Source: an optimization exercise on an open RTL-to-GDS flow (aim: small area). Production flows keep margins and buffers that such runs may drop.
At most, simulation tests tie the RTL to the original design; equivalence was not proved.
Power and IR drop assume default switching activity.

Setup of job 104:
## game_master_core
module game_master_core (
    input  logic       clk,
    input  logic       rst,
    input  logic       u_btn,
    input  logic       r_btn,
    input  logic       l_btn,
    input  logic       die_en,
    input  logic [2:0] die_value,
    output logic [3:0] sec0,
    output logic [3:0] sec1,
    output logic [3:0] min0,
    output logic [3:0] min1,
    output logic [5:0] p1_position,
    output logic [5:0] p2_position,
    output logic [2:0] play_state,
    output logic       wait_p1,
    output logic       wait_p2,
    output logic [1:0] score_p1,
    output logic [1:0] score_p2,
    output logic       scl,
    input  logic       sda_i,
    output logic       sda_o,
    output logic       sda_oe
);
    function automatic logic [12:0] l13(input logic [12:0] s);
        l13 = {s[11:0], ~(s[12] ^ s[3] ^ s[2] ^ s[0])};
    endfunction
    function automatic logic [9:0] l10(input logic [9:0] s);
        l10 = {s[8:0], ~(s[9] ^ s[6])};
    endfunction
    function automatic logic [6:0] l7(input logic [6:0] s);
        l7 = {s[5:0], ~(s[6] ^ s[5])};
    endfunction
    localparam logic [12:0] C13_1    = 13'h1;      
    localparam logic [12:0] C13_3000 = 13'h1cd0;   
    localparam logic [12:0] C13_7999 = 13'hb86;    
    localparam logic [9:0]  C10_999  = 10'h2b2;    
    localparam logic [6:0]  C7_24    = 7'h57;
    localparam logic [6:0]  C7_26    = 7'h5c;
    localparam logic [6:0]  C7_49    = 7'h2b;
  ...
export LEC_CHECK = 0
export CAP_MARGIN = 20
export CORE_MARGIN = 2
export CORE_UTILIZATION = 40
export CTS_BUF_LIST = sky130_fd_sc_hd__clkbuf_8
export PLACE_DENSITY = 0.6
export SLEW_MARGIN = 20
create_clock -name core_clock -period 10.0 [get_ports {clk}]
standard.sh (not shown) runs the stock make flow with config.mk's settings and CLKGATE_MAP_FILE= SYNTH_SCRIPT=/design/flow/synth_recipe.tcl, a recipe that flattens the netlist after the stock synthesis.
==> flow/flow/run.sh <==
#!/bin/bash
# Own layout flow: the standard synthesis, then an area re-mapping of its
# combinational logic (the flip-flops stay exactly as synthesized), then
# the standard layout steps with port buffers of the smallest size.
# Each tool's output goes to a log of its own in this folder.
set -euo pipefail
W=$PWD
R=$W/orfs/results/$FLOW_PLATFORM/game_master_core/base
LIB=$FLOW_HOME/platforms/$FLOW_PLATFORM/lib/sky130_fd_sc_hd__tt_025C_1v80.lib
YOSYS=${YOSYS_EXE:-$(dirname "$FLOW_HOME")/tools/install/yosys/bin/yosys}

# 1. standard synthesis (1_2_yosys.v, 1_synth.odb)
bash standard.sh synth > log_1_synth.log 2>&1

# 2. area re-mapping of the combinational logic
cp "$R/1_2_yosys.v" "$W/1_2_yosys_standard.v"
sed -e "s#IN_LIB#$LIB#g" -e "s#IN_NETLIST#$W/1_2_yosys_standard.v#" \
    -e "s#OUT_NETLIST#$W/1_2_yosys_remapped.v#" -e "s#OUT_STAT#$W/remapped_stat.txt#" \
    flow/reabc.ys > "$W/reabc_run.ys"
"$YOSYS" -s "$W/reabc_run.ys" > log_2_reabc.log 2>&1
cp "$W/1_2_yosys_remapped.v" "$R/1_2_yosys.v"
rm -f "$R/1_synth.odb" "$R/1_synth.sdc"

# 3. the rest of the standard layout
bash standard.sh "BUFFER_PORTS_ARGS=-buffer_cell sky130_fd_sc_hd__buf_1" \
    "CTS_ARGS=-sink_clustering_enable -repair_clock_nets -dont_use_dummy_load -buf_list sky130_fd_sc_hd__clkbuf_8" \
    finish > log_3_layout.log 2>&1
test -f out/final.def
Other scripts of this flow, unchanged in this note and not shown: flow/flow/reabc.ys
What job 103 does differently from job 104 at the input level:
-- flow/design.v --
<<< job 104, line 79
    btn_debounce U_DB_L (.clk(clk), .rst(rst), .btn_in(l_btn), .btn_tick(l_tick));
    localparam logic [2:0] E_IDLE = 3'd0, E_SW = 3'd1, E_PLAY = 3'd2, E_STOP = 3'd3,
                           E_TO = 3'd4, E_END = 3'd5, E_RST = 3'd6;
    logic [2:0]  es;
    logic        start_r, restart_r;
>>> job 103, line 79
    btn_debounce U_DB_L (.clk(clk), .rst(rst), .btn_in(l_btn), .btn_tick(l_tick));
    localparam logic [2:0] E_IDLE = 3'd0, E_SW = 3'd1, E_PLAY = 3'd2, E_STOP = 3'd3,
                           E_TO = 3'd4, E_END = 3'd5, E_RST = 3'd6,
                           E_SW1 = 3'd7;   
    logic [2:0]  es;
    logic        start_r, restart_r;
<<< job 104, line 88
    logic        end_wait;
    assign play_en    = (es == E_PLAY);
    assign play_state = es;
    assign end_wait   = (es == E_RST) && !restart_r && (cnt == C13_3000);
    always_ff @(posedge clk or posedge rst) begin
        if (rst) begin
            es        <= E_IDLE;
            start_r   <= 1'b0;
            restart_r <= 1'b0;
        end else begin
            start_r   <= 1'b0;
            restart_r <= 1'b0;
            case (es)
                E_IDLE: if (u_tick) begin es <= E_SW; start_r <= 1'b1; end
                E_SW:   if (u_tick) es <= E_PLAY;
                E_PLAY: begin
                    if (time_over) es <= E_TO;
>>> job 103, line 89
    logic        end_wait;
    assign play_en    = (es == E_PLAY);
    assign play_state = (es == E_SW1) ? E_SW : es;
    assign start_r    = (es == E_SW1);
    assign end_wait   = (es == E_RST) && !restart_r && (cnt == C13_3000);
    always_ff @(posedge clk or posedge rst) begin
        if (rst) begin
            es        <= E_IDLE;
            restart_r <= 1'b0;
        end else begin
            restart_r <= 1'b0;
            case (es)
                E_IDLE: if (u_tick) es <= E_SW1;
                E_SW, E_SW1: es <= u_tick ? E_PLAY : E_SW;
                E_PLAY: begin
                    if (time_over) es <= E_TO;
<<< job 104, line 108
                E_STOP: if (r_tick) es <= E_PLAY;
                E_TO, E_END: if (l_tick) begin es <= E_RST; restart_r <= 1'b1; end
                E_RST: if (end_wait) begin es <= E_SW; start_r <= 1'b1; end
                default: es <= E_IDLE;
            endcase
        end
>>> job 103, line 108
                E_STOP: if (r_tick) es <= E_PLAY;
                E_TO, E_END: if (l_tick) begin es <= E_RST; restart_r <= 1'b1; end
                default: if (end_wait) es <= E_SW1;   
            endcase
        end
## What came out
Job 103: full flow OK, the timing, DRC and antenna checks passed. Diff job 104 and job 103: initial standard-cell utilization of the core higher in job 103. Delta (job 103 minus job 104): final standard cell area without fillers now sits lower; met1 layer wirelength in the final routing now sits at about the same level. Design internal power: job 103 higher than job 104. Looking at job 104 and job 103, the final clock period utilization by the worst path is a wash.
The RTL of job 104 was laid out without a check of its function.

static timing again, ports no longer ideal:
The results above use ideal ports. As a check the final layouts listed here were re-extracted and re-timed, cells and wires unchanged.
Step 1 sets driving cells, clkbuf_16 on the clock port and buf_2 on the other inputs (assumed; they add their load-dependent delay and slew).
Step 2 adds t to the input delays and takes it off the output delays; t is the mean of the earliest and latest rising clock arrival at the registers after step 1. Input paths then give back, and output paths get back, about the clock's delay inside the block.
Three values: ideal, step 1, step 2; two values: the first two.
run | t, ns | slack for setup (ns) | pins driven straight from the clock port
job 104 | 0.458 | 5.967 / 5.930 / 6.239 | 1
job 103 | 0.467 | 5.963 / 5.927 / 6.309 | 1
After both steps every run listed still meets setup and hold.
